From an optimization exercise on the open Yosys and OpenROAD flow, aimed at small area, a short achievable clock period and few clock cycles per item; shortcuts taken in it are not production practice. At most, simulation tests tie the RTL to the original design; equivalence was not proved. For run 2, only the layout was checked, not whether the RTL still works. No activity file was given, so power comes from the tool's default toggle rates.

## flow/design.v (module list and top-level ports; edited modules follow where they fit)
// module scr_search: 1475 lines
module scr_search(clk,rst,start,R_fixed,angle1,adder,error,X,Y,done);
  // ...
==> flow/flow/run.sh <==
#!/bin/bash
set -euo pipefail
export BUFFER_PORTS_ARGS="-buffer_cell sky130_fd_sc_hd__buf_2"
sed 's/SETUP_SLACK_MARGIN=[0-9.]*/SETUP_SLACK_MARGIN=6.4/' standard.sh > standard_m.sh
grep -q 'SETUP_SLACK_MARGIN=6.4' standard_m.sh
bash standard_m.sh > standard_flow.log 2>&1
==> flow/standard.sh <==
#!/bin/bash
# synth_recipe.tcl (not shown) runs the flow's synth.tcl, then flattens the netlist and writes it again
# the make line also repeats each setting of config.mk as NAME=value (left out here)
make -C /OpenROAD-flow-scripts/flow DESIGN_CONFIG=/design/flow/config.mk WORK_HOME=/design/flow/orfs CLKGATE_MAP_FILE= SYNTH_SCRIPT=/design/flow/synth_recipe.tcl "${@:-finish}"
==> flow/config.mk <==
export PLATFORM = sky130hd
export DESIGN_NAME = scr_search
export DESIGN_NICKNAME = scr_search
export VERILOG_FILES = /design/flow/design.v
export SDC_FILE = /design/flow/constraint.sdc
export NUM_CORES = 4
export LEC_CHECK = 0
export ABC_AREA = 1
export CAP_MARGIN = 20
export CORE_MARGIN = 2
export CORE_UTILIZATION = 25
export CTS_BUF_LIST = sky130_fd_sc_hd__clkbuf_4 sky130_fd_sc_hd__clkbuf_8
export CTS_CLUSTER_DIAMETER = 100
export CTS_CLUSTER_SIZE = 30
export PLACE_DENSITY = 0.5
export SETUP_SLACK_MARGIN = 5
export SLEW_MARGIN = 20
==> flow/constraint.sdc <==
create_clock -name core_clock -period 12.0 [get_ports {clk}]
set_input_delay 2.4000 -clock core_clock [delete_from_list [all_inputs] [get_ports {clk}]]
set_output_delay 2.4000 -clock core_clock [all_outputs]
set_load 0.01 [all_outputs]
==> results_dict.tcl, run 1 <==
set metrics [dict create \
    vias 21400 \
    wl_met1_um 41900 \
    p_int_mw 0.715 \
    whs_endpoint "done$_SDFFE_PP0P_" \
    yosysMostFrequentCell "nand2_1" \
    cp-start-kind "flip-flop" \
    seq_power_mw 0.318 \
    max_cap_viol_count 0 \
    critPathLaunch "xr[3]$_DFFE_PP_" \
    relSlewSlack_pct 32.6 \
    path_common_cell "nand2_1" \
    rr_startpoint "err[1]$_DFFE_PP_" \
    hold_path_depth 2 \
    wl_um 104000 \
    postLayoutCoreUtil_pct 28.2 \
    multi_input_area_um2 11500 \
    inverters_excl_clock 437 \
    cp_slowest_cell "fa_1" \
    synth-main-ff-cell "edfxtp_1" \
    synth_cells 2920 \
    synth_commonest_cells "nand2_1 (903), nor2_1 (523), inv_1 (399), nand3_1 (365), a21oi_1 (104)" \
    rr_worst_depth 7 \
    synthAdderAreaFrac_pct 6.10 \
    min-delay-start "done$_SDFFE_PP0P_" \
    power.leakage_nw 9.47 \
    whs_ns 0.475 \
    path_buf_inv 3 \
    viasPerCell 5.72 \
    met2WireLength_um 43800 \
    globalplace.congestion 1.09 \
    synth_compound_area_share_pct 9.86 \
    yosys_warnings 1 \
    clkLatencyLatePin_ns 0.37 \
    clk_pin_slew_ns 0.08 \
    power.net_switching_mw 0.988 \
    grt_max_degree 63 \
    nFillCells 7027 \
    status "finished clean" \
    wl_met3_um 9590 \
]
Testbench counts, summed over its fixed seeds: cycles 384, queries 384.
==> run 2, diff against run 1 <==
--- a/flow/design.v
+++ b/flow/design.v
@@ -266,17 +266,17 @@
 wire rl_2540 = tr_2541;
 wire rl_2626 = tr_2627;
 wire al_2 = adder > 4'd2;
 wire al_3 = adder > 4'd3;
 wire al_4 = adder > 4'd4;
 wire al_5 = adder > 4'd5;
 wire al_6 = adder > 4'd6;
 wire al_7 = adder > 4'd7;
-wire mir = (angle1[13:8] >= 6'd22) & (angle1[13:8] < 6'd45);
+wire mir = (angle1 >= 14'd5760) & (angle1 < 14'd11520);
 wire [5:0] xh = mir ? (6'd44 - angle1[13:8]) : angle1[13:8];
 wire [13:0] x = {xh, angle1[7:0] ^ {8{mir}}};
 wire [6:0] taH = angle1[13:7];
 wire [2:0] tahH = taH[6:4];
 wire tahh_1 = (tahH[2] | (tahH[1] | tahH[0]));
 wire tahh_2 = (tahH[2] | (tahH[1] & 1'b1));
 wire tahh_3 = (tahH[2] | (tahH[1] & tahH[0]));
 wire tahh_4 = (tahH[2] & 1'b1);
@@ -589,18 +589,17 @@
 wire ta_5271 = tah_42 | (tah_41 & tal_23);
 wire ta_5329 = tah_42 | (tah_41 & tal_81);
 wire ta_5374 = tah_42 | (tah_41 & tal_126);
 wire ta_5411 = tah_43 | (tah_42 & tal_35);
 wire ta_5441 = tah_43 | (tah_42 & tal_65);
 wire ta_5466 = tah_43 | (tah_42 & tal_90);
 wire ta_5488 = tah_43 | (tah_42 & tal_112);
 wire ta_5507 = tah_44 | (tah_43 & tal_3);
-wire ta_5632 = tah_44;
-wire ta_5760 = tah_45;
+wire ta_5759 = tah_45 | (tah_44 & tal_127);
 wire ta_5761 = tah_46 | (tah_45 & tal_1);
 wire ta_6013 = tah_47 | (tah_46 & tal_125);
 wire ta_6032 = tah_48 | (tah_47 & tal_16);
 wire ta_6054 = tah_48 | (tah_47 & tal_38);
 wire ta_6079 = tah_48 | (tah_47 & tal_63);
 wire ta_6109 = tah_48 | (tah_47 & tal_93);
 wire ta_6146 = tah_49 | (tah_48 & tal_2);
 wire ta_6191 = tah_49 | (tah_48 & tal_47);
@@ -742,23 +741,19 @@
 wire tx_5271 = (ta_5271 & ~ta_6249) | ta_11520;
 wire tx_5329 = (ta_5329 & ~ta_6191) | ta_11520;
 wire tx_5374 = (ta_5374 & ~ta_6146) | ta_11520;
 wire tx_5411 = (ta_5411 & ~ta_6109) | ta_11520;
 wire tx_5441 = (ta_5441 & ~ta_6079) | ta_11520;
 wire tx_5466 = (ta_5466 & ~ta_6054) | ta_11520;
 wire tx_5488 = (ta_5488 & ~ta_6032) | ta_11520;
 wire tx_5507 = (ta_5507 & ~ta_6013) | ta_11520;
-wire tx_5759 = (ta_5632 & ~ta_5761) | ta_11520;
-wire tx_5760 = (ta_5632 & ~ta_5760) | ta_11520;
-wire tx_6012 = ta_11520;
-wire tx_6031 = ta_11520;
-wire tx_6053 = ta_11520;
-wire tx_6078 = ta_11520;
-wire tx_6400 = ta_11520;
+wire tx_5759 = (ta_5759 & ~ta_5761) | ta_11520;
+wire tx_5760 = ta_11520;
+wire tx_6144 = ta_11520;
 wire tx_11264 = ta_11520;
 wire tx_11519 = ta_11520;
 wire tx_11520 = ta_11520;
 wire tx_11776 = ta_11776;
 wire g_0 = mir ? 1'b1 : 1'b1;
 wire g_1 = tx_488;
 wire g_2 = tx_522;
 wire g_3 = tx_563;
@@ -826,21 +821,17 @@
 wire g_65 = tx_5329;
 wire g_66 = tx_5374;
 wire g_67 = tx_5411;
 wire g_68 = tx_5441;
 wire g_69 = tx_5466;
 wire g_70 = tx_5488;
 wire g_71 = tx_5507;
 wire g_72 = mir ? tx_5759 : tx_5760;
-wire g_73 = tx_6012;
-wire g_74 = tx_6031;
-wire g_75 = tx_6053;
-wire g_76 = tx_6078;
-wire g_77 = mir ? tx_11519 : tx_11520;
+wire g_73 = mir ? tx_11519 : tx_11520;
 wire m_16 = rl_128 & al_2;
 wire v_0 = m_16;
 wire bb_0 = v_0 & g_0 & ~tx_256;
 wire aa_0 = v_0 & ~g_0;
 wire m_241 = rl_1924 & al_2;
 wire v_1 = m_241;
 wire bb_1 = v_1 & g_1 & ~g_6;
 wire aa_1 = v_1 & ~g_1 & tx_256;
@@ -1124,38 +1115,22 @@
 wire bb_70 = v_70 & g_70 & ~g_72;
 wire aa_70 = v_70 & ~g_70 & g_64;
 wire m_254 = rl_2626 & al_5;
 wire v_71 = m_254;
 wire bb_71 = v_71 & g_71 & ~g_72;
 wire aa_71 = v_71 & ~g_71 & g_64;
 wire m_17 = rl_181 & al_2;
 wire v_72 = m_17;
-wire bb_72 = v_72 & g_72 & ~g_73;
+wire bb_72 = v_72 & g_72 & ~tx_6144;
 wire aa_72 = v_72 & ~g_72 & g_71;
-wire m_239 = rl_2626 & al_5;
-wire v_73 = m_239;
-wire bb_73 = v_73 & g_73 & ~tx_6400;
-wire aa_73 = v_73 & ~g_73 & g_72;
-wire m_222 = rl_2445 & al_7;
-wire v_74 = m_222;
-wire bb_74 = v_74 & g_74 & ~tx_6400;
-wire aa_74 = v_74 & ~g_74 & g_72;
-wire m_205 = rl_2264 & al_6;
-wire v_75 = m_205;
-wire bb_75 = v_75 & g_75 & ~tx_6400;
-wire aa_75 = v_75 & ~g_75 & g_72;
-wire m_188 = rl_2083 & al_5;
-wire v_76 = m_188;
-wire bb_76 = v_76 & g_76 & ~tx_6400;
-wire aa_76 = v_76 & ~g_76 & g_72;
 wire m_1 = rl_128 & al_2;
-wire v_77 = m_1;
-wire bb_77 = v_77 & g_77 & ~tx_11776;
-wire aa_77 = v_77 & ~g_77 & tx_11264;
+wire v_73 = m_1;
+wire bb_73 = v_73 & g_73 & ~tx_11776;
+wire aa_73 = v_73 & ~g_73 & tx_11264;
 wire bb4_0 = (bb_0 | bb_1 | bb_2 | bb_3);
 wire bb4_1 = (bb_4 | bb_5 | bb_6 | bb_7);
 wire bb4_2 = (bb_8 | bb_9 | bb_10 | bb_11);
 wire bb4_3 = (bb_12 | bb_13 | bb_14 | bb_15);
 wire bb4_4 = (bb_16 | bb_17 | bb_18 | bb_19);
 wire bb4_5 = (bb_20 | bb_21 | bb_22 | bb_23);
 wire bb4_6 = (bb_24 | bb_25 | bb_26 | bb_27);
 wire bb4_7 = (bb_28 | bb_29 | bb_30 | bb_31);
@@ -1164,18 +1139,17 @@
 wire bb4_10 = (bb_40 | bb_41 | bb_42 | bb_43);
 wire bb4_11 = (bb_44 | bb_45 | bb_46 | bb_47);
 wire bb4_12 = (bb_48 | bb_49 | bb_50 | bb_51);
 wire bb4_13 = (bb_52 | bb_53 | bb_54 | bb_55);
 wire bb4_14 = (bb_56 | bb_57 | bb_58 | bb_59);
 wire bb4_15 = (bb_60 | bb_61 | bb_62 | bb_63);
 wire bb4_16 = (bb_64 | bb_65 | bb_66 | bb_67);
 wire bb4_17 = (bb_68 | bb_69 | bb_70 | bb_71);
-wire bb4_18 = (bb_72 | bb_73 | bb_74 | bb_75);
-wire bb4_19 = (bb_76 | bb_77);
+wire bb4_18 = (bb_72 | bb_73);
 wire aa4_0 = (aa_0 | aa_1 | aa_2 | aa_3);
 wire aa4_1 = (aa_4 | aa_5 | aa_6 | aa_7);
 wire aa4_2 = (aa_8 | aa_9 | aa_10 | aa_11);
 wire aa4_3 = (aa_12 | aa_13 | aa_14 | aa_15);
 wire aa4_4 = (aa_16 | aa_17 | aa_18 | aa_19);
 wire aa4_5 = (aa_20 | aa_21 | aa_22 | aa_23);
 wire aa4_6 = (aa_24 | aa_25 | aa_26 | aa_27);
 wire aa4_7 = (aa_28 | aa_29 | aa_30 | aa_31);
@@ -1184,18 +1158,17 @@
 wire aa4_10 = (aa_40 | aa_41 | aa_42 | aa_43);
 wire aa4_11 = (aa_44 | aa_45 | aa_46 | aa_47);
 wire aa4_12 = (aa_48 | aa_49 | aa_50 | aa_51);
 wire aa4_13 = (aa_52 | aa_53 | aa_54 | aa_55);
 wire aa4_14 = (aa_56 | aa_57 | aa_58 | aa_59);
 wire aa4_15 = (aa_60 | aa_61 | aa_62 | aa_63);
 wire aa4_16 = (aa_64 | aa_65 | aa_66 | aa_67);
 wire aa4_17 = (aa_68 | aa_69 | aa_70 | aa_71);
-wire aa4_18 = (aa_72 | aa_73 | aa_74 | aa_75);
-wire aa4_19 = (aa_76 | aa_77);
+wire aa4_18 = (aa_72 | aa_73);
 wire bh_0 = bb_0 & ~1'b0;
 wire ah_0 = aa_0 & ~1'b0;
 wire bh_1 = bb_1 & ~((bb_2 | bb_3) | (bb_4 | bb_5) | bb_6);
 wire ah_1 = aa_1 & ~1'b0;
 wire bh_2 = bb_2 & ~(bb_3 | bb4_1);
 wire ah_2 = aa_2 & ~aa_1;
 wire bh_3 = bb_3 & ~bb4_1;
 wire ah_3 = aa_3 & ~(aa_1 | aa_2);
@@ -1330,72 +1303,64 @@
 wire bh_68 = bb_68 & ~(bb_69 | bb_70 | bb_71 | bb_72);
 wire ah_68 = aa_68 & ~(aa_63 | aa4_16);
 wire bh_69 = bb_69 & ~(bb_70 | bb_71 | bb_72);
 wire ah_69 = aa_69 & ~(aa4_16 | aa_68);
 wire bh_70 = bb_70 & ~(bb_71 | bb_72);
 wire ah_70 = aa_70 & ~((aa_65 | aa_66) | (aa_67 | aa_68) | aa_69);
 wire bh_71 = bb_71 & ~bb_72;
 wire ah_71 = aa_71 & ~((aa_65 | aa_66) | (aa_67 | aa_68) | (aa_69 | aa_70));
-wire bh_72 = bb_72 & ~bb_73;
+wire bh_72 = bb_72 & ~1'b0;
 wire ah_72 = aa_72 & ~1'b0;
-wire bh_73 = bb_73 & ~(bb_74 | bb_75 | bb_76);
-wire ah_73 = aa_73 & ~aa_72;
-wire bh_74 = bb_74 & ~(bb_75 | bb_76);
-wire ah_74 = aa_74 & ~(aa_72 | aa_73);
-wire bh_75 = bb_75 & ~bb_76;
-wire ah_75 = aa_75 & ~(aa_72 | aa_73 | aa_74);
-wire bh_76 = bb_76 & ~1'b0;
-wire ah_76 = aa_76 & ~aa4_18;
-wire bh_77 = bb_77 & ~1'b0;
-wire ah_77 = aa_77 & ~1'b0;
-wire bvA = ((((bh_0 | bh_1) | (bh_2 | bh_3) | bh_4) | ((bh_5 | bh_6) | (bh_7 | bh_8) | bh_9) | ((bh_10 | bh_11) | (bh_12 | bh_13) | bh_14) | ((bh_15 | bh_16) | (bh_17 | bh_18) | bh_19)) | (((bh_20 | bh_21) | (bh_22 | bh_23) | bh_24) | ((bh_25 | bh_26) | (bh_27 | bh_28) | bh_29) | ((bh_30 | bh_31) | (bh_32 | bh_33) | bh_34) | ((bh_35 | bh_36) | (bh_37 | bh_38) | bh_39)) | (((bh_40 | bh_41) | (bh_42 | bh_43) | bh_44) | ((bh_45 | bh_46) | (bh_47 | bh_48) | bh_49) | ((bh_50 | bh_51) | (bh_52 | bh_53) | bh_54) | ((bh_55 | bh_56) | (bh_57 | bh_58) | bh_59)) | (((bh_60 | bh_61) | (bh_62 | bh_63) | bh_64) | ((bh_65 | bh_66) | (bh_67 | bh_68) | bh_69) | ((bh_70 | bh_71) | (bh_72 | bh_73) | bh_74) | (bh_75 | bh_76 | bh_77)));
-wire avA = ((((ah_0 | ah_1) | (ah_2 | ah_3) | ah_4) | ((ah_5 | ah_6) | (ah_7 | ah_8) | ah_9) | ((ah_10 | ah_11) | (ah_12 | ah_13) | ah_14) | ((ah_15 | ah_16) | (ah_17 | ah_18) | ah_19)) | (((ah_20 | ah_21) | (ah_22 | ah_23) | ah_24) | ((ah_25 | ah_26) | (ah_27 | ah_28) | ah_29) | ((ah_30 | ah_31) | (ah_32 | ah_33) | ah_34) | ((ah_35 | ah_36) | (ah_37 | ah_38) | ah_39)) | (((ah_40 | ah_41) | (ah_42 | ah_43) | ah_44) | ((ah_45 | ah_46) | (ah_47 | ah_48) | ah_49) | ((ah_50 | ah_51) | (ah_52 | ah_53) | ah_54) | ((ah_55 | ah_56) | (ah_57 | ah_58) | ah_59)) | (((ah_60 | ah_61) | (ah_62 | ah_63) | ah_64) | ((ah_65 | ah_66) | (ah_67 | ah_68) | ah_69) | ((ah_70 | ah_71) | (ah_72 | ah_73) | ah_74) | (ah_75 | ah_76 | ah_77)));
+wire bh_73 = bb_73 & ~1'b0;
+wire ah_73 = aa_73 & ~1'b0;
+wire bvA = ((((bh_0 | bh_1) | (bh_2 | bh_3) | bh_4) | ((bh_5 | bh_6) | (bh_7 | bh_8) | bh_9) | ((bh_10 | bh_11) | (bh_12 | bh_13) | bh_14) | (bh_15 | bh_16 | bh_17 | bh_18)) | (((bh_19 | bh_20) | (bh_21 | bh_22) | bh_23) | ((bh_24 | bh_25) | (bh_26 | bh_27) | bh_28) | ((bh_29 | bh_30) | (bh_31 | bh_32) | bh_33) | (bh_34 | bh_35 | bh_36 | bh_37)) | (((bh_38 | bh_39) | (bh_40 | bh_41) | bh_42) | ((bh_43 | bh_44) | (bh_45 | bh_46) | bh_47) | ((bh_48 | bh_49) | (bh_50 | bh_51) | bh_52) | (bh_53 | bh_54 | bh_55 | bh_56)) | (((bh_57 | bh_58) | (bh_59 | bh_60) | bh_61) | ((bh_62 | bh_63) | (bh_64 | bh_65) | bh_66) | ((bh_67 | bh_68) | (bh_69 | bh_70) | bh_71) | (bh_72 | bh_73)));
+wire avA = ((((ah_0 | ah_1) | (ah_2 | ah_3) | ah_4) | ((ah_5 | ah_6) | (ah_7 | ah_8) | ah_9) | ((ah_10 | ah_11) | (ah_12 | ah_13) | ah_14) | (ah_15 | ah_16 | ah_17 | ah_18)) | (((ah_19 | ah_20) | (ah_21 | ah_22) | ah_23) | ((ah_24 | ah_25) | (ah_26 | ah_27) | ah_28) | ((ah_29 | ah_30) | (ah_31 | ah_32) | ah_33) | (ah_34 | ah_35 | ah_36 | ah_37)) | (((ah_38 | ah_39) | (ah_40 | ah_41) | ah_42) | ((ah_43 | ah_44) | (ah_45 | ah_46) | ah_47) | ((ah_48 | ah_49) | (ah_50 | ah_51) | ah_52) | (ah_53 | ah_54 | ah_55 | ah_56)) | (((ah_57 | ah_58) | (ah_59 | ah_60) | ah_61) | ((ah_62 | ah_63) | (ah_64 | ah_65) | ah_66) | ((ah_67 | ah_68) | (ah_69 | ah_70) | ah_71) | (ah_72 | ah_73)));
 wire [9:0] tbA;
-assign tbA[0] = ((((bh_0 & ~mir) | bh_1 | bh_2) | (bh_5 | bh_6 | (bh_8 & ~mir)) | (bh_9 | bh_10 | bh_15) | (bh_18 | bh_20)) | ((bh_28 | bh_29 | bh_33) | (bh_35 | bh_36 | bh_38) | (bh_39 | bh_40 | bh_42) | (bh_45 | bh_46)) | ((bh_47 | bh_48 | bh_49) | (bh_50 | bh_51 | bh_53) | (bh_55 | (bh_56 & ~mir) | bh_57) | (bh_58 | bh_61)) | ((bh_62 | bh_66) | (bh_69 | bh_70) | ((bh_72 & ~mir) | bh_73) | (bh_76 | (bh_77 & ~mir))));
-assign tbA[1] = ~(((bh_2 | bh_4) | (bh_6 | bh_21) | (bh_22 | bh_23) | bh_26) | ((bh_29 | bh_31) | (bh_35 | bh_37) | (bh_38 | bh_39) | bh_40) | ((bh_44 | bh_47) | (bh_50 | bh_59) | (bh_61 | bh_63) | bh_65) | ((bh_66 | bh_68) | (bh_69 | bh_75) | bh_76));
-assign tbA[2] = ~(((bh_2 | bh_3) | (bh_4 | bh_6) | (bh_7 | bh_9) | (bh_12 | bh_15)) | ((bh_16 | bh_18) | (bh_21 | bh_22) | (bh_25 | bh_28) | (bh_31 | bh_32)) | ((bh_34 | bh_35) | (bh_37 | bh_43) | (bh_46 | bh_51) | (bh_52 | bh_57)) | ((bh_58 | bh_62) | (bh_65 | bh_67) | (bh_68 | bh_69) | (bh_71 | bh_73)));
-assign tbA[3] = (((bh_1 | bh_3 | bh_4) | (bh_5 | bh_13 | bh_14) | (bh_16 | bh_18 | bh_19)) | ((bh_24 | bh_25 | bh_27) | (bh_28 | bh_29 | bh_33) | (bh_34 | bh_35 | bh_36)) | ((bh_38 | bh_40 | bh_48) | (bh_49 | bh_51 | bh_52) | (bh_55 | bh_57 | bh_58)) | ((bh_59 | bh_60 | bh_63) | (bh_64 | bh_65 | bh_67) | (bh_68 | bh_71 | bh_75)));
-assign tbA[4] = (((bh_2 | bh_3) | (bh_5 | bh_7) | (bh_8 | bh_9) | (bh_10 | bh_15)) | ((bh_19 | bh_23) | (bh_24 | bh_25) | (bh_30 | bh_33) | (bh_37 | bh_39)) | ((bh_44 | bh_48) | (bh_49 | bh_54) | (bh_56 | bh_57) | (bh_58 | bh_62)) | ((bh_63 | bh_64) | (bh_65 | bh_70) | bh_74));
-assign tbA[5] = ~(((bh_1 | bh_3) | (bh_4 | bh_6) | (bh_7 | bh_11) | (bh_13 | bh_14)) | ((bh_19 | bh_20) | (bh_22 | bh_24) | (bh_29 | bh_31) | (bh_33 | bh_34)) | ((bh_38 | bh_41) | (bh_42 | bh_47) | (bh_53 | bh_54) | (bh_56 | bh_59)) | ((bh_60 | bh_61) | (bh_63 | bh_67) | (bh_69 | bh_70) | bh_75));
-assign tbA[6] = ~(((bh_3 | bh_7 | bh_9) | (bh_12 | bh_13 | bh_14) | (bh_16 | bh_20 | bh_24)) | ((bh_25 | bh_27 | bh_30) | (bh_31 | bh_33 | bh_36) | (bh_38 | bh_39 | bh_42)) | ((bh_44 | bh_46 | bh_48) | (bh_49 | bh_51 | bh_53) | (bh_55 | bh_58 | bh_59)) | ((bh_61 | bh_62) | (bh_65 | bh_67) | (bh_68 | bh_75) | bh_76));
-assign tbA[7] = ~(((bh_0 | bh_1 | bh_2) | (bh_6 | bh_9 | bh_10) | (bh_12 | bh_14 | bh_15)) | ((bh_18 | bh_20 | bh_21) | (bh_25 | bh_26 | bh_29) | (bh_31 | bh_32 | bh_37)) | ((bh_41 | bh_44 | bh_45) | (bh_48 | bh_51 | bh_52) | (bh_55 | bh_56 | bh_57)) | ((bh_59 | bh_60) | (bh_65 | bh_66) | (bh_75 | bh_76) | bh_77));
-assign tbA[8] = ~(((bh_6 | bh_7) | (bh_8 | bh_12) | (bh_13 | bh_18) | (bh_19 | bh_24)) | ((bh_29 | bh_30) | (bh_36 | bh_41) | (bh_42 | bh_43) | (bh_48 | bh_49)) | ((bh_50 | bh_55) | (bh_56 | bh_57) | (bh_58 | bh_65) | (bh_66 | bh_67)) | ((bh_68 | bh_69) | (bh_70 | bh_71) | (bh_73 | bh_74) | bh_77));
-assign tbA[9] = ~(((bh_1 | bh_2 | bh_3) | (bh_4 | bh_5 | bh_12) | (bh_13 | bh_14 | bh_15) | bh_16) | ((bh_17 | bh_24 | bh_25) | (bh_26 | bh_27 | bh_28) | (bh_36 | bh_37 | bh_38) | bh_39) | ((bh_40 | bh_48 | bh_49) | (bh_50 | bh_51 | bh_52) | (bh_53 | bh_54 | bh_65) | bh_66) | ((bh_67 | bh_68) | (bh_69 | bh_70) | (bh_71 | bh_72) | bh_77));
+assign tbA[0] = ((((bh_0 & ~mir) | bh_1 | bh_2) | (bh_5 | bh_6 | (bh_8 & ~mir)) | (bh_9 | bh_10 | bh_15) | bh_18) | ((bh_20 | bh_28 | bh_29) | (bh_33 | bh_35 | bh_36) | (bh_38 | bh_39 | bh_40) | bh_42) | ((bh_45 | bh_46 | bh_47) | (bh_48 | bh_49 | bh_50) | (bh_51 | bh_53 | bh_55) | (bh_56 & ~mir)) | ((bh_57 | bh_58 | bh_61) | (bh_62 | bh_66 | bh_69) | (bh_70 | (bh_72 & ~mir) | (bh_73 & ~mir))));
+assign tbA[1] = ~(((bh_2 | bh_4) | (bh_6 | bh_21) | (bh_22 | bh_23)) | ((bh_26 | bh_29) | (bh_31 | bh_35) | (bh_37 | bh_38)) | ((bh_39 | bh_40) | (bh_44 | bh_47) | (bh_50 | bh_59)) | ((bh_61 | bh_63) | (bh_65 | bh_66) | (bh_68 | bh_69)));
+assign tbA[2] = ~(((bh_2 | bh_3) | (bh_4 | bh_6) | (bh_7 | bh_9) | (bh_12 | bh_15)) | ((bh_16 | bh_18) | (bh_21 | bh_22) | (bh_25 | bh_28) | (bh_31 | bh_32)) | ((bh_34 | bh_35) | (bh_37 | bh_43) | (bh_46 | bh_51) | (bh_52 | bh_57)) | ((bh_58 | bh_62) | (bh_65 | bh_67) | (bh_68 | bh_69) | bh_71));
+assign tbA[3] = (((bh_1 | bh_3 | bh_4) | (bh_5 | bh_13 | bh_14) | (bh_16 | bh_18 | bh_19)) | ((bh_24 | bh_25 | bh_27) | (bh_28 | bh_29 | bh_33) | (bh_34 | bh_35 | bh_36)) | ((bh_38 | bh_40 | bh_48) | (bh_49 | bh_51 | bh_52) | (bh_55 | bh_57 | bh_58)) | ((bh_59 | bh_60) | (bh_63 | bh_64) | (bh_65 | bh_67) | (bh_68 | bh_71)));
+assign tbA[4] = (((bh_2 | bh_3) | (bh_5 | bh_7) | (bh_8 | bh_9) | bh_10) | ((bh_15 | bh_19) | (bh_23 | bh_24) | (bh_25 | bh_30) | bh_33) | ((bh_37 | bh_39) | (bh_44 | bh_48) | (bh_49 | bh_54) | bh_56) | ((bh_57 | bh_58) | (bh_62 | bh_63) | (bh_64 | bh_65) | bh_70));
+assign tbA[5] = ~(((bh_1 | bh_3) | (bh_4 | bh_6) | (bh_7 | bh_11) | (bh_13 | bh_14)) | ((bh_19 | bh_20) | (bh_22 | bh_24) | (bh_29 | bh_31) | (bh_33 | bh_34)) | ((bh_38 | bh_41) | (bh_42 | bh_47) | (bh_53 | bh_54) | (bh_56 | bh_59)) | ((bh_60 | bh_61) | (bh_63 | bh_67) | (bh_69 | bh_70)));
+assign tbA[6] = ~(((bh_3 | bh_7) | (bh_9 | bh_12) | (bh_13 | bh_14) | (bh_16 | bh_20)) | ((bh_24 | bh_25) | (bh_27 | bh_30) | (bh_31 | bh_33) | (bh_36 | bh_38)) | ((bh_39 | bh_42) | (bh_44 | bh_46) | (bh_48 | bh_49) | (bh_51 | bh_53)) | ((bh_55 | bh_58) | (bh_59 | bh_61) | (bh_62 | bh_65) | (bh_67 | bh_68)));
+assign tbA[7] = ~(((bh_0 | bh_1) | (bh_2 | bh_6) | (bh_9 | bh_10) | (bh_12 | bh_14)) | ((bh_15 | bh_18) | (bh_20 | bh_21) | (bh_25 | bh_26) | (bh_29 | bh_31)) | ((bh_32 | bh_37) | (bh_41 | bh_44) | (bh_45 | bh_48) | (bh_51 | bh_52)) | ((bh_55 | bh_56) | (bh_57 | bh_59) | (bh_60 | bh_65) | (bh_66 | bh_73)));
+assign tbA[8] = ~(((bh_6 | bh_7) | (bh_8 | bh_12) | (bh_13 | bh_18) | (bh_19 | bh_24)) | ((bh_29 | bh_30) | (bh_36 | bh_41) | (bh_42 | bh_43) | (bh_48 | bh_49)) | ((bh_50 | bh_55) | (bh_56 | bh_57) | (bh_58 | bh_65) | (bh_66 | bh_67)) | ((bh_68 | bh_69) | (bh_70 | bh_71) | bh_73));
+assign tbA[9] = (((bh_0 | bh_6 | bh_7) | (bh_8 | bh_9 | bh_10) | (bh_11 | bh_18 | bh_19) | bh_20) | ((bh_21 | bh_22 | bh_23) | (bh_29 | bh_30 | bh_31) | (bh_32 | bh_33 | bh_34) | bh_35) | ((bh_41 | bh_42 | bh_43) | (bh_44 | bh_45 | bh_46) | (bh_47 | bh_55 | bh_56) | bh_57) | ((bh_58 | bh_59) | (bh_60 | bh_61) | (bh_62 | bh_63) | bh_64));
 wire [3:0] XbA;
-assign XbA[0] = ~(((bh_2 | bh_4) | (bh_6 | bh_8) | (bh_12 | bh_15) | bh_18) | ((bh_22 | bh_25) | (bh_27 | bh_30) | (bh_36 | bh_42) | bh_45) | ((bh_47 | bh_50) | (bh_54 | bh_57) | (bh_60 | bh_64) | bh_66) | ((bh_68 | bh_70) | (bh_73 | bh_75) | bh_77));
-assign XbA[1] = ~(((bh_0 | bh_3 | bh_4) | (bh_7 | bh_8 | bh_11) | ((bh_14 & f_81) | bh_16 | bh_17) | bh_18) | ((bh_23 | bh_27 | bh_28) | (bh_29 | bh_30 | bh_32) | (bh_34 | bh_38 | bh_40) | bh_42) | ((bh_43 | bh_44 | bh_45) | (bh_49 | bh_54 | bh_55) | (bh_56 | bh_58 | bh_61) | bh_64) | ((bh_65 | bh_68) | (bh_69 | bh_72) | (bh_74 | bh_75) | bh_77));
-assign XbA[2] = ~(((bh_0 | bh_5) | (bh_6 | bh_7) | (bh_8 | bh_13) | (bh_16 | bh_20)) | ((bh_22 | bh_24) | (bh_26 | bh_27) | (bh_32 | bh_33) | (bh_36 | bh_39)) | ((bh_40 | bh_45) | (bh_46 | bh_48) | (bh_50 | bh_52) | (bh_56 | bh_59)) | ((bh_64 | bh_65) | (bh_66 | bh_67) | (bh_72 | bh_76) | bh_77));
-assign XbA[3] = ~(((bh_0 | bh_10) | (bh_12 | (bh_14 & f_81)) | bh_18) | ((bh_21 | bh_24) | (bh_29 | bh_31) | bh_36) | ((bh_41 | bh_43) | (bh_48 | bh_51) | bh_54) | ((bh_58 | bh_60) | (bh_62 | bh_72) | bh_77));
+assign XbA[0] = ~(((bh_2 | bh_4) | (bh_6 | bh_8) | (bh_12 | bh_15)) | ((bh_18 | bh_22) | (bh_25 | bh_27) | (bh_30 | bh_36)) | ((bh_42 | bh_45) | (bh_47 | bh_50) | (bh_54 | bh_57)) | ((bh_60 | bh_64) | (bh_66 | bh_68) | (bh_70 | bh_73)));
+assign XbA[1] = ~(((bh_0 | bh_3 | bh_4) | (bh_7 | bh_8 | bh_11) | ((bh_14 & f_81) | bh_16 | bh_17)) | ((bh_18 | bh_23 | bh_27) | (bh_28 | bh_29 | bh_30) | (bh_32 | bh_34 | bh_38)) | ((bh_40 | bh_42 | bh_43) | (bh_44 | bh_45 | bh_49) | (bh_54 | bh_55 | bh_56)) | ((bh_58 | bh_61) | (bh_64 | bh_65) | (bh_68 | bh_69) | (bh_72 | bh_73)));
+assign XbA[2] = ~(((bh_0 | bh_5) | (bh_6 | bh_7) | (bh_8 | bh_13) | (bh_16 | bh_20)) | ((bh_22 | bh_24) | (bh_26 | bh_27) | (bh_32 | bh_33) | (bh_36 | bh_39)) | ((bh_40 | bh_45) | (bh_46 | bh_48) | (bh_50 | bh_52) | (bh_56 | bh_59)) | ((bh_64 | bh_65) | (bh_66 | bh_67) | (bh_72 | bh_73)));
+assign XbA[3] = ~(((bh_0 | bh_10) | (bh_12 | (bh_14 & f_81)) | bh_18) | ((bh_21 | bh_24) | (bh_29 | bh_31) | bh_36) | ((bh_41 | bh_43) | (bh_48 | bh_51) | bh_54) | ((bh_58 | bh_60) | (bh_62 | bh_72) | bh_73));
 wire [3:0] YbA;
-assign YbA[0] = ~(((bh_0 | bh_9) | (bh_11 | bh_13) | (bh_16 | bh_19) | bh_21) | ((bh_23 | bh_26) | (bh_29 | bh_32) | (bh_34 | bh_37) | bh_39) | ((bh_41 | bh_44) | (bh_48 | bh_52) | (bh_55 | bh_58) | bh_62) | ((bh_65 | bh_67) | (bh_69 | bh_71) | (bh_74 | bh_76)));
-assign YbA[1] = (((bh_9 | bh_11 | bh_13) | ((bh_14 & f_243) | bh_15 | bh_16) | (bh_17 | bh_20 | bh_21)) | ((bh_22 | bh_27 | bh_29) | (bh_31 | bh_34 | bh_35) | (bh_38 | bh_39 | bh_42)) | ((bh_43 | bh_46 | bh_48) | (bh_50 | bh_53 | bh_54) | (bh_55 | bh_56 | bh_57)) | ((bh_61 | bh_62) | (bh_64 | bh_67) | (bh_68 | bh_71) | (bh_73 | bh_74)));
-assign YbA[2] = (((bh_19 | bh_23) | (bh_25 | bh_26) | (bh_28 | bh_30) | (bh_32 | bh_33)) | ((bh_34 | bh_35) | (bh_38 | bh_39) | (bh_40 | bh_41) | (bh_42 | bh_45)) | ((bh_46 | bh_50) | (bh_51 | bh_56) | (bh_58 | bh_60) | (bh_62 | bh_63)) | ((bh_64 | bh_69) | (bh_70 | bh_71) | (bh_73 | bh_74) | (bh_75 | bh_76)));
-assign YbA[3] = (((bh_37 | bh_44) | (bh_47 | bh_49) | (bh_52 | bh_53)) | ((bh_55 | bh_57) | (bh_59 | bh_61) | (bh_63 | bh_65)) | ((bh_66 | bh_67) | (bh_68 | bh_69) | (bh_70 | bh_71)) | (bh_73 | bh_74 | bh_75 | bh_76));
+assign YbA[0] = ~(((bh_0 | bh_9) | (bh_11 | bh_13) | (bh_16 | bh_19) | bh_21) | ((bh_23 | bh_26) | (bh_29 | bh_32) | (bh_34 | bh_37) | bh_39) | ((bh_41 | bh_44) | (bh_48 | bh_52) | (bh_55 | bh_58) | bh_62) | (bh_65 | bh_67 | bh_69 | bh_71));
+assign YbA[1] = (((bh_9 | bh_11 | bh_13) | ((bh_14 & f_243) | bh_15 | bh_16) | (bh_17 | bh_20 | bh_21)) | ((bh_22 | bh_27 | bh_29) | (bh_31 | bh_34 | bh_35) | (bh_38 | bh_39 | bh_42)) | ((bh_43 | bh_46 | bh_48) | (bh_50 | bh_53 | bh_54) | (bh_55 | bh_56 | bh_57)) | ((bh_61 | bh_62) | (bh_64 | bh_67) | (bh_68 | bh_71)));
+assign YbA[2] = (((bh_19 | bh_23) | (bh_25 | bh_26) | (bh_28 | bh_30) | bh_32) | ((bh_33 | bh_34) | (bh_35 | bh_38) | (bh_39 | bh_40) | bh_41) | ((bh_42 | bh_45) | (bh_46 | bh_50) | (bh_51 | bh_56) | bh_58) | ((bh_60 | bh_62) | (bh_63 | bh_64) | (bh_69 | bh_70) | bh_71));
+assign YbA[3] = (((bh_37 | bh_44) | (bh_47 | bh_49) | bh_52) | ((bh_53 | bh_55) | (bh_57 | bh_59) | bh_61) | ((bh_63 | bh_65) | (bh_66 | bh_67) | bh_68) | (bh_69 | bh_70 | bh_71));
 wire [9:0] taA;
-assign taA[0] = ((((ah_0 & ~mir) | ah_1 | ah_2) | (ah_5 | ah_6 | (ah_8 & ~mir)) | (ah_9 | ah_10 | ah_15) | (ah_18 | ah_20)) | ((ah_28 | ah_29 | ah_33) | (ah_35 | ah_36 | ah_38) | (ah_39 | ah_40 | ah_42) | (ah_45 | ah_46)) | ((ah_47 | ah_48 | ah_49) | (ah_50 | ah_51 | ah_53) | (ah_55 | (ah_56 & ~mir) | ah_57) | (ah_58 | ah_61)) | ((ah_62 | ah_66) | (ah_69 | ah_70) | ((ah_72 & ~mir) | ah_73) | (ah_76 | (ah_77 & ~mir))));
-assign taA[1] = ~(((ah_2 | ah_4) | (ah_6 | ah_21) | (ah_22 | ah_23) | ah_26) | ((ah_29 | ah_31) | (ah_35 | ah_37) | (ah_38 | ah_39) | ah_40) | ((ah_44 | ah_47) | (ah_50 | ah_59) | (ah_61 | ah_63) | ah_65) | ((ah_66 | ah_68) | (ah_69 | ah_75) | ah_76));
-assign taA[2] = ~(((ah_2 | ah_3) | (ah_4 | ah_6) | (ah_7 | ah_9) | (ah_12 | ah_15)) | ((ah_16 | ah_18) | (ah_21 | ah_22) | (ah_25 | ah_28) | (ah_31 | ah_32)) | ((ah_34 | ah_35) | (ah_37 | ah_43) | (ah_46 | ah_51) | (ah_52 | ah_57)) | ((ah_58 | ah_62) | (ah_65 | ah_67) | (ah_68 | ah_69) | (ah_71 | ah_73)));
-assign taA[3] = (((ah_1 | ah_3 | ah_4) | (ah_5 | ah_13 | ah_14) | (ah_16 | ah_18 | ah_19)) | ((ah_24 | ah_25 | ah_27) | (ah_28 | ah_29 | ah_33) | (ah_34 | ah_35 | ah_36)) | ((ah_38 | ah_40 | ah_48) | (ah_49 | ah_51 | ah_52) | (ah_55 | ah_57 | ah_58)) | ((ah_59 | ah_60 | ah_63) | (ah_64 | ah_65 | ah_67) | (ah_68 | ah_71 | ah_75)));
-assign taA[4] = (((ah_2 | ah_3) | (ah_5 | ah_7) | (ah_8 | ah_9) | (ah_10 | ah_15)) | ((ah_19 | ah_23) | (ah_24 | ah_25) | (ah_30 | ah_33) | (ah_37 | ah_39)) | ((ah_44 | ah_48) | (ah_49 | ah_54) | (ah_56 | ah_57) | (ah_58 | ah_62)) | ((ah_63 | ah_64) | (ah_65 | ah_70) | ah_74));
-assign taA[5] = ~(((ah_1 | ah_3) | (ah_4 | ah_6) | (ah_7 | ah_11) | (ah_13 | ah_14)) | ((ah_19 | ah_20) | (ah_22 | ah_24) | (ah_29 | ah_31) | (ah_33 | ah_34)) | ((ah_38 | ah_41) | (ah_42 | ah_47) | (ah_53 | ah_54) | (ah_56 | ah_59)) | ((ah_60 | ah_61) | (ah_63 | ah_67) | (ah_69 | ah_70) | ah_75));
-assign taA[6] = ~(((ah_3 | ah_7 | ah_9) | (ah_12 | ah_13 | ah_14) | (ah_16 | ah_20 | ah_24)) | ((ah_25 | ah_27 | ah_30) | (ah_31 | ah_33 | ah_36) | (ah_38 | ah_39 | ah_42)) | ((ah_44 | ah_46 | ah_48) | (ah_49 | ah_51 | ah_53) | (ah_55 | ah_58 | ah_59)) | ((ah_61 | ah_62) | (ah_65 | ah_67) | (ah_68 | ah_75) | ah_76));
-assign taA[7] = ~(((ah_0 | ah_1 | ah_2) | (ah_6 | ah_9 | ah_10) | (ah_12 | ah_14 | ah_15)) | ((ah_18 | ah_20 | ah_21) | (ah_25 | ah_26 | ah_29) | (ah_31 | ah_32 | ah_37)) | ((ah_41 | ah_44 | ah_45) | (ah_48 | ah_51 | ah_52) | (ah_55 | ah_56 | ah_57)) | ((ah_59 | ah_60) | (ah_65 | ah_66) | (ah_75 | ah_76) | ah_77));
-assign taA[8] = ~(((ah_6 | ah_7) | (ah_8 | ah_12) | (ah_13 | ah_18) | (ah_19 | ah_24)) | ((ah_29 | ah_30) | (ah_36 | ah_41) | (ah_42 | ah_43) | (ah_48 | ah_49)) | ((ah_50 | ah_55) | (ah_56 | ah_57) | (ah_58 | ah_65) | (ah_66 | ah_67)) | ((ah_68 | ah_69) | (ah_70 | ah_71) | (ah_73 | ah_74) | ah_77));
-assign taA[9] = ~(((ah_1 | ah_2 | ah_3) | (ah_4 | ah_5 | ah_12) | (ah_13 | ah_14 | ah_15) | ah_16) | ((ah_17 | ah_24 | ah_25) | (ah_26 | ah_27 | ah_28) | (ah_36 | ah_37 | ah_38) | ah_39) | ((ah_40 | ah_48 | ah_49) | (ah_50 | ah_51 | ah_52) | (ah_53 | ah_54 | ah_65) | ah_66) | ((ah_67 | ah_68) | (ah_69 | ah_70) | (ah_71 | ah_72) | ah_77));
+assign taA[0] = ((((ah_0 & ~mir) | ah_1 | ah_2) | (ah_5 | ah_6 | (ah_8 & ~mir)) | (ah_9 | ah_10 | ah_15) | ah_18) | ((ah_20 | ah_28 | ah_29) | (ah_33 | ah_35 | ah_36) | (ah_38 | ah_39 | ah_40) | ah_42) | ((ah_45 | ah_46 | ah_47) | (ah_48 | ah_49 | ah_50) | (ah_51 | ah_53 | ah_55) | (ah_56 & ~mir)) | ((ah_57 | ah_58 | ah_61) | (ah_62 | ah_66 | ah_69) | (ah_70 | (ah_72 & ~mir) | (ah_73 & ~mir))));
+assign taA[1] = ~(((ah_2 | ah_4) | (ah_6 | ah_21) | (ah_22 | ah_23)) | ((ah_26 | ah_29) | (ah_31 | ah_35) | (ah_37 | ah_38)) | ((ah_39 | ah_40) | (ah_44 | ah_47) | (ah_50 | ah_59)) | ((ah_61 | ah_63) | (ah_65 | ah_66) | (ah_68 | ah_69)));
+assign taA[2] = ~(((ah_2 | ah_3) | (ah_4 | ah_6) | (ah_7 | ah_9) | (ah_12 | ah_15)) | ((ah_16 | ah_18) | (ah_21 | ah_22) | (ah_25 | ah_28) | (ah_31 | ah_32)) | ((ah_34 | ah_35) | (ah_37 | ah_43) | (ah_46 | ah_51) | (ah_52 | ah_57)) | ((ah_58 | ah_62) | (ah_65 | ah_67) | (ah_68 | ah_69) | ah_71));
+assign taA[3] = (((ah_1 | ah_3 | ah_4) | (ah_5 | ah_13 | ah_14) | (ah_16 | ah_18 | ah_19)) | ((ah_24 | ah_25 | ah_27) | (ah_28 | ah_29 | ah_33) | (ah_34 | ah_35 | ah_36)) | ((ah_38 | ah_40 | ah_48) | (ah_49 | ah_51 | ah_52) | (ah_55 | ah_57 | ah_58)) | ((ah_59 | ah_60) | (ah_63 | ah_64) | (ah_65 | ah_67) | (ah_68 | ah_71)));
+assign taA[4] = (((ah_2 | ah_3) | (ah_5 | ah_7) | (ah_8 | ah_9) | ah_10) | ((ah_15 | ah_19) | (ah_23 | ah_24) | (ah_25 | ah_30) | ah_33) | ((ah_37 | ah_39) | (ah_44 | ah_48) | (ah_49 | ah_54) | ah_56) | ((ah_57 | ah_58) | (ah_62 | ah_63) | (ah_64 | ah_65) | ah_70));
+assign taA[5] = ~(((ah_1 | ah_3) | (ah_4 | ah_6) | (ah_7 | ah_11) | (ah_13 | ah_14)) | ((ah_19 | ah_20) | (ah_22 | ah_24) | (ah_29 | ah_31) | (ah_33 | ah_34)) | ((ah_38 | ah_41) | (ah_42 | ah_47) | (ah_53 | ah_54) | (ah_56 | ah_59)) | ((ah_60 | ah_61) | (ah_63 | ah_67) | (ah_69 | ah_70)));
+assign taA[6] = ~(((ah_3 | ah_7) | (ah_9 | ah_12) | (ah_13 | ah_14) | (ah_16 | ah_20)) | ((ah_24 | ah_25) | (ah_27 | ah_30) | (ah_31 | ah_33) | (ah_36 | ah_38)) | ((ah_39 | ah_42) | (ah_44 | ah_46) | (ah_48 | ah_49) | (ah_51 | ah_53)) | ((ah_55 | ah_58) | (ah_59 | ah_61) | (ah_62 | ah_65) | (ah_67 | ah_68)));
+assign taA[7] = ~(((ah_0 | ah_1) | (ah_2 | ah_6) | (ah_9 | ah_10) | (ah_12 | ah_14)) | ((ah_15 | ah_18) | (ah_20 | ah_21) | (ah_25 | ah_26) | (ah_29 | ah_31)) | ((ah_32 | ah_37) | (ah_41 | ah_44) | (ah_45 | ah_48) | (ah_51 | ah_52)) | ((ah_55 | ah_56) | (ah_57 | ah_59) | (ah_60 | ah_65) | (ah_66 | ah_73)));
+assign taA[8] = ~(((ah_6 | ah_7) | (ah_8 | ah_12) | (ah_13 | ah_18) | (ah_19 | ah_24)) | ((ah_29 | ah_30) | (ah_36 | ah_41) | (ah_42 | ah_43) | (ah_48 | ah_49)) | ((ah_50 | ah_55) | (ah_56 | ah_57) | (ah_58 | ah_65) | (ah_66 | ah_67)) | ((ah_68 | ah_69) | (ah_70 | ah_71) | ah_73));
+assign taA[9] = (((ah_0 | ah_6 | ah_7) | (ah_8 | ah_9 | ah_10) | (ah_11 | ah_18 | ah_19) | ah_20) | ((ah_21 | ah_22 | ah_23) | (ah_29 | ah_30 | ah_31) | (ah_32 | ah_33 | ah_34) | ah_35) | ((ah_41 | ah_42 | ah_43) | (ah_44 | ah_45 | ah_46) | (ah_47 | ah_55 | ah_56) | ah_57) | ((ah_58 | ah_59) | (ah_60 | ah_61) | (ah_62 | ah_63) | ah_64));
 wire [3:0] XaA;
-assign XaA[0] = ~(((ah_2 | ah_4) | (ah_6 | ah_8) | (ah_12 | ah_15) | ah_18) | ((ah_22 | ah_25) | (ah_27 | ah_30) | (ah_36 | ah_42) | ah_45) | ((ah_47 | ah_50) | (ah_54 | ah_57) | (ah_60 | ah_64) | ah_66) | ((ah_68 | ah_70) | (ah_73 | ah_75) | ah_77));
-assign XaA[1] = ~(((ah_0 | ah_3 | ah_4) | (ah_7 | ah_8 | ah_11) | ((ah_14 & f_81) | ah_16 | ah_17) | ah_18) | ((ah_23 | ah_27 | ah_28) | (ah_29 | ah_30 | ah_32) | (ah_34 | ah_38 | ah_40) | ah_42) | ((ah_43 | ah_44 | ah_45) | (ah_49 | ah_54 | ah_55) | (ah_56 | ah_58 | ah_61) | ah_64) | ((ah_65 | ah_68) | (ah_69 | ah_72) | (ah_74 | ah_75) | ah_77));
-assign XaA[2] = ~(((ah_0 | ah_5) | (ah_6 | ah_7) | (ah_8 | ah_13) | (ah_16 | ah_20)) | ((ah_22 | ah_24) | (ah_26 | ah_27) | (ah_32 | ah_33) | (ah_36 | ah_39)) | ((ah_40 | ah_45) | (ah_46 | ah_48) | (ah_50 | ah_52) | (ah_56 | ah_59)) | ((ah_64 | ah_65) | (ah_66 | ah_67) | (ah_72 | ah_76) | ah_77));
-assign XaA[3] = ~(((ah_0 | ah_10) | (ah_12 | (ah_14 & f_81)) | ah_18) | ((ah_21 | ah_24) | (ah_29 | ah_31) | ah_36) | ((ah_41 | ah_43) | (ah_48 | ah_51) | ah_54) | ((ah_58 | ah_60) | (ah_62 | ah_72) | ah_77));
+assign XaA[0] = ~(((ah_2 | ah_4) | (ah_6 | ah_8) | (ah_12 | ah_15)) | ((ah_18 | ah_22) | (ah_25 | ah_27) | (ah_30 | ah_36)) | ((ah_42 | ah_45) | (ah_47 | ah_50) | (ah_54 | ah_57)) | ((ah_60 | ah_64) | (ah_66 | ah_68) | (ah_70 | ah_73)));
+assign XaA[1] = ~(((ah_0 | ah_3 | ah_4) | (ah_7 | ah_8 | ah_11) | ((ah_14 & f_81) | ah_16 | ah_17)) | ((ah_18 | ah_23 | ah_27) | (ah_28 | ah_29 | ah_30) | (ah_32 | ah_34 | ah_38)) | ((ah_40 | ah_42 | ah_43) | (ah_44 | ah_45 | ah_49) | (ah_54 | ah_55 | ah_56)) | ((ah_58 | ah_61) | (ah_64 | ah_65) | (ah_68 | ah_69) | (ah_72 | ah_73)));
+assign XaA[2] = ~(((ah_0 | ah_5) | (ah_6 | ah_7) | (ah_8 | ah_13) | (ah_16 | ah_20)) | ((ah_22 | ah_24) | (ah_26 | ah_27) | (ah_32 | ah_33) | (ah_36 | ah_39)) | ((ah_40 | ah_45) | (ah_46 | ah_48) | (ah_50 | ah_52) | (ah_56 | ah_59)) | ((ah_64 | ah_65) | (ah_66 | ah_67) | (ah_72 | ah_73)));
+assign XaA[3] = ~(((ah_0 | ah_10) | (ah_12 | (ah_14 & f_81)) | ah_18) | ((ah_21 | ah_24) | (ah_29 | ah_31) | ah_36) | ((ah_41 | ah_43) | (ah_48 | ah_51) | ah_54) | ((ah_58 | ah_60) | (ah_62 | ah_72) | ah_73));
 wire [3:0] YaA;
-assign YaA[0] = ~(((ah_0 | ah_9) | (ah_11 | ah_13) | (ah_16 | ah_19) | ah_21) | ((ah_23 | ah_26) | (ah_29 | ah_32) | (ah_34 | ah_37) | ah_39) | ((ah_41 | ah_44) | (ah_48 | ah_52) | (ah_55 | ah_58) | ah_62) | ((ah_65 | ah_67) | (ah_69 | ah_71) | (ah_74 | ah_76)));
-assign YaA[1] = (((ah_9 | ah_11 | ah_13) | ((ah_14 & f_243) | ah_15 | ah_16) | (ah_17 | ah_20 | ah_21)) | ((ah_22 | ah_27 | ah_29) | (ah_31 | ah_34 | ah_35) | (ah_38 | ah_39 | ah_42)) | ((ah_43 | ah_46 | ah_48) | (ah_50 | ah_53 | ah_54) | (ah_55 | ah_56 | ah_57)) | ((ah_61 | ah_62) | (ah_64 | ah_67) | (ah_68 | ah_71) | (ah_73 | ah_74)));
-assign YaA[2] = (((ah_19 | ah_23) | (ah_25 | ah_26) | (ah_28 | ah_30) | (ah_32 | ah_33)) | ((ah_34 | ah_35) | (ah_38 | ah_39) | (ah_40 | ah_41) | (ah_42 | ah_45)) | ((ah_46 | ah_50) | (ah_51 | ah_56) | (ah_58 | ah_60) | (ah_62 | ah_63)) | ((ah_64 | ah_69) | (ah_70 | ah_71) | (ah_73 | ah_74) | (ah_75 | ah_76)));
-assign YaA[3] = (((ah_37 | ah_44) | (ah_47 | ah_49) | (ah_52 | ah_53)) | ((ah_55 | ah_57) | (ah_59 | ah_61) | (ah_63 | ah_65)) | ((ah_66 | ah_67) | (ah_68 | ah_69) | (ah_70 | ah_71)) | (ah_73 | ah_74 | ah_75 | ah_76));
+assign YaA[0] = ~(((ah_0 | ah_9) | (ah_11 | ah_13) | (ah_16 | ah_19) | ah_21) | ((ah_23 | ah_26) | (ah_29 | ah_32) | (ah_34 | ah_37) | ah_39) | ((ah_41 | ah_44) | (ah_48 | ah_52) | (ah_55 | ah_58) | ah_62) | (ah_65 | ah_67 | ah_69 | ah_71));
+assign YaA[1] = (((ah_9 | ah_11 | ah_13) | ((ah_14 & f_243) | ah_15 | ah_16) | (ah_17 | ah_20 | ah_21)) | ((ah_22 | ah_27 | ah_29) | (ah_31 | ah_34 | ah_35) | (ah_38 | ah_39 | ah_42)) | ((ah_43 | ah_46 | ah_48) | (ah_50 | ah_53 | ah_54) | (ah_55 | ah_56 | ah_57)) | ((ah_61 | ah_62) | (ah_64 | ah_67) | (ah_68 | ah_71)));
+assign YaA[2] = (((ah_19 | ah_23) | (ah_25 | ah_26) | (ah_28 | ah_30) | ah_32) | ((ah_33 | ah_34) | (ah_35 | ah_38) | (ah_39 | ah_40) | ah_41) | ((ah_42 | ah_45) | (ah_46 | ah_50) | (ah_51 | ah_56) | ah_58) | ((ah_60 | ah_62) | (ah_63 | ah_64) | (ah_69 | ah_70) | ah_71));
+assign YaA[3] = (((ah_37 | ah_44) | (ah_47 | ah_49) | ah_52) | ((ah_53 | ah_55) | (ah_57 | ah_59) | ah_61) | ((ah_63 | ah_65) | (ah_66 | ah_67) | ah_68) | (ah_69 | ah_70 | ah_71));
 wire [9:0] xo = x[9:0] - 10'd153;
 reg bv, av, mr; reg [9:0] tb, ta, xr; reg [3:0] Xb, Yb, Xa, Ya; reg [4:0] err;
 always @(posedge clk) if (start) begin
   bv <= bvA; av <= avA; tb <= tbA; ta <= taA; Xb <= XbA; Yb <= YbA; Xa <= XaA; Ya <= YaA;
   xr <= xo; err <= error; mr <= mir;
 end
 reg [7:0] emax;
 always @* case(err)
==> flow/config.mk (replaced) <==
export PLATFORM = sky130hd
export DESIGN_NAME = scr_search
export DESIGN_NICKNAME = scr_search
export VERILOG_FILES = /design/flow/design.v
export SDC_FILE = /design/flow/constraint.sdc
export NUM_CORES = 4
export LEC_CHECK = 0
export ABC_AREA = 1
export CAP_MARGIN = 20
export CORE_MARGIN = 2
export CORE_UTILIZATION = 25
export PLACE_DENSITY = 0.5
export SETUP_SLACK_MARGIN = 5
export SLEW_MARGIN = 20
==> results_dict.tcl, run 2 <==
set metrics [dict create \
    finClkSkew_ns 0.00291 \
    min-delay-start "done$_SDFFE_PP0P_" \
    viasPerCell 5.56 \
    row_count 90 \
    reg.largest.list "ta: 10 flops, tb: 10 flops, xr: 10 flops" \
    grt_pass1_vias 19200 \
    clkLatencyLatePin_ns 0.35 \
    dieHeight_um 250 \
    area_growth_pct 10.6 \
    cp_max_fo 8 \
    rr_worst_depth 7 \
    synth_nets 3038 \
    core_area_um2 60200 \
    r2r-end "emax[1]$_DFF_P_" \
    final_common_cell "nand2_1" \
    cp-start-kind "flip-flop" \
    cts.path.max_buffers 2 \
    synth_commonest_cells "nand2_1 (932), nor2_1 (509), inv_1 (363), nand3_1 (350), a21oi_1 (121)" \
    crit_type "flip-flop to output pin" \
    yosysMostFrequentCell "nand2_1" \
    dieArea_um2 62700 \
    dp_hpwl_um 81100 \
    clk_pin_slew_ns 0.06 \
    status "finished clean" \
    rrSetupSlack_ns 10.10 \
    drcViolationCount 0 \
    die_w_um 250 \
    synthArstFlopShare_pct 0 \
    power.total_mw 1.72 \
    max_cap_viol_count 0 \
    antenna_found_initial 0 \
    whs_ns 0.470 \
    hold_path_depth 2 \
    rr_startpoint "err[1]$_DFFE_PP_" \
    syn_area_per_cell_um2 5.17 \
    critPathLaunch "xr[4]$_DFFE_PP_" \
    drt_iter0_markers 3078 \
    port_buffers 48 \
    critPathArrivalTime_ns 3.33 \
    finalSetupTns_ns 0 \
    cts_hold_buf 0 \
    finalSetupViolCount 0 \
    wl_met1_um 39800 \
    grt_pass1_wl_um 136000 \
    mostFrequentLayoutCells "nand2_1 (917), nor2_1 (499), inv_1 (359)" \
    grt.total_usage_pct 29.9 \
    clock-sinks 63 \
    synth_seq_cells 63 \
    yosys_warnings 1 \
    whs_endpoint "done$_SDFFE_PP0P_" \
    rsz0062_at_grt "true" \
    wl_um 96100 \
    power.leakage_nw 9.53 \
    yosysSeqAreaShare_pct 11.9 \
    required_ns 9.60 \
    diodes 0 \
    wl_per_cell_um 25.6 \
    synth_area_um2 15200 \
    highest_layer "met4" \
    hold_path.class "flip-flop to flip-flop" \
    met2WireLength_um 40800 \
    htreeDepth 3 \
    dr.pass1.iters 7 \
    period_minus_slack_ns 5.73 \
    synth_cells 2938 \
    yosysTopAreaCellShare_pct 23.0 \
    end_kind "output pin" \
    start_util_pct 25.2 \
    powerDensity_nw_per_um2 103 \
    synth_area_leaders "nand2_1 (23%), nor2_1 (13%), nand3_1 (12%)" \
    cts_tree "done" \
    clock.fmax_ghz 0.175 \
    ios 49 \
    cts-root-buf "clkbuf_16" \
    dp_cells 3723 \
    yosysUniqueCellTypes 54 \
    final_area_um2 16800 \
    relSlewSlack_pct 41.5 \
    grt_max_degree 63 \
    hold_violations 0 \
    placed_area_um2 16100 \
    finalCritPeriodShare_pct 47.7 \
    grt_overflow 0 \
    vdd_drop_max_mv 0.0669 \
    globalplace.congestion 1.07 \
    vias 20900 \
    synth-main-ff-cell "edfxtp_1" \
    maxSlewViolCount 0 \
    synth_edf_count 54 \
    wl_met3_um 8920 \
    synth_top_area_cell "nand2_1" \
    drive_above_1_share_pct 9.15 \
    nets 3067 \
    stdcell_count 3754 \
    ant_nets 0 \
    tightest_slew_ns 0.877 \
    cts_buffers 9 \
]
-- run 2: cell count changes after synthesis, sizes merged, moves of 7 or more --
cell   change
a21oi     +17
buf        +7
inv       -24
nand2     +52
nand3      -9
nand4     -15
nor3      -12
o21ai      -9
-- run 2: worst max-delay path, cell delays in order (launching register included) --
cell	delay, ns
edfxtp_1	0.54
fa_1	0.57
inv_2	0.05
ha_4	0.26
nand2_2	0.05
nor3b_2	0.18
nand4_1	0.19
nor2_1	0.17
nand3_1	0.09
nand2_1	0.09
inv_2	0.06
nand3_4	0.11
nand4_1	0.15
nand2_4	0.16
nand2_1	0.06
nor2_1	0.10
buf_2	0.13
-- run 2: worst max-delay path by stage --
| stage | endpoint |
|---|---|
| floorplan | X[0] |
| global placement | ta[3]$_DFFE_PP_ |
| detailed placement | ta[8]$_DFFE_PP_ |
| CTS | Y[1] |
| global route | Y[0] |
| finish | Y[3] |
-- run 2: layout make-up --
type,instances,area (um2)
multi-input cells,2414,11800
clock inverters,7,57.6
inverters,411,1560
clock buffers,9,225
repair buffers,68,399
flip-flops and latches,63,1800
well taps,782,978
fillers,7122,43500
-- run 2: per-stage QoR --
stage,setup slack (ns),utilization (%)
after floorplan,6.83,-
after global placement,5.62,26.8
after detailed placement,5.64,26.8
after CTS,6.24,27.5
after global routing,6.06,27.9
final,6.27,27.9
-- run 2: timing repair --
action,in CTS,in global routing
pin swaps,12,9
endpoints found under the setup margin,45,45
cloned,1,0
buffers inserted,5,9
gates resized for setup,24,51
-- run 2: where the power goes --
group          switching [mW]  total [mW]  internal, mW  leakage (nW)
clock                   0.114       0.256         0.142         0.134
combinational           0.830        1.16         0.331          8.79
sequential             0.0326       0.306         0.274         0.602
total                   0.977        1.72         0.747          9.53
-- run 2: kinds of logic after synthesis --
kind of cell	Yosys count	share of synthesized area, %
AO/OA/AOI/OAI	283	10.2
XOR/XNOR	16	0.923
adder cells (fa/ha/maj)	60	6.03
buffers and inverters	462	12.2
flip-flops	63	11.9
AND/OR/NAND/NOR	2054	58.7
-- run 2: routing by layer --
layer  vias up  track usage [%]
li1       9496                -
met1      9639             40.2
met2      1431             46.5
met3       301             3.99
met4         0             15.7
met5         -                0

static timing again, ports no longer ideal:
The results above use ideal ports. As a check the final layouts listed here were re-extracted and re-timed, cells and wires unchanged. Step 1: set_driving_cell puts a clkbuf_16 on clk and a buf_2 on each other input, an assumption about the parent block. Step 2 also shifts input and output timing later by t, the mid clock arrival at the registers, as if the neighbouring blocks saw the same clock. Slacks: ideal / step 1 / step 2; pairs: ideal / step 1.
| run | t (ns) | setup slack, ns | latest minus earliest clock arrival (ns) | worst register clock-pin slew, ns |
|---|---|---|---|---|
| run 1 | 0.412 | 6.281 / 6.239 / 5.911 | 0.006 / 0.006 | 0.08 / 0.08 |
| run 2 | 0.394 | 6.271 / 6.226 / 6.036 | 0.013 / 0.014 | 0.07 / 0.07 |
After both steps setup and hold are still met in every run listed. For run 1, which loses most, drivers alone change the setup slack by -0.042 ns; drivers and shift together by -0.370 ns.
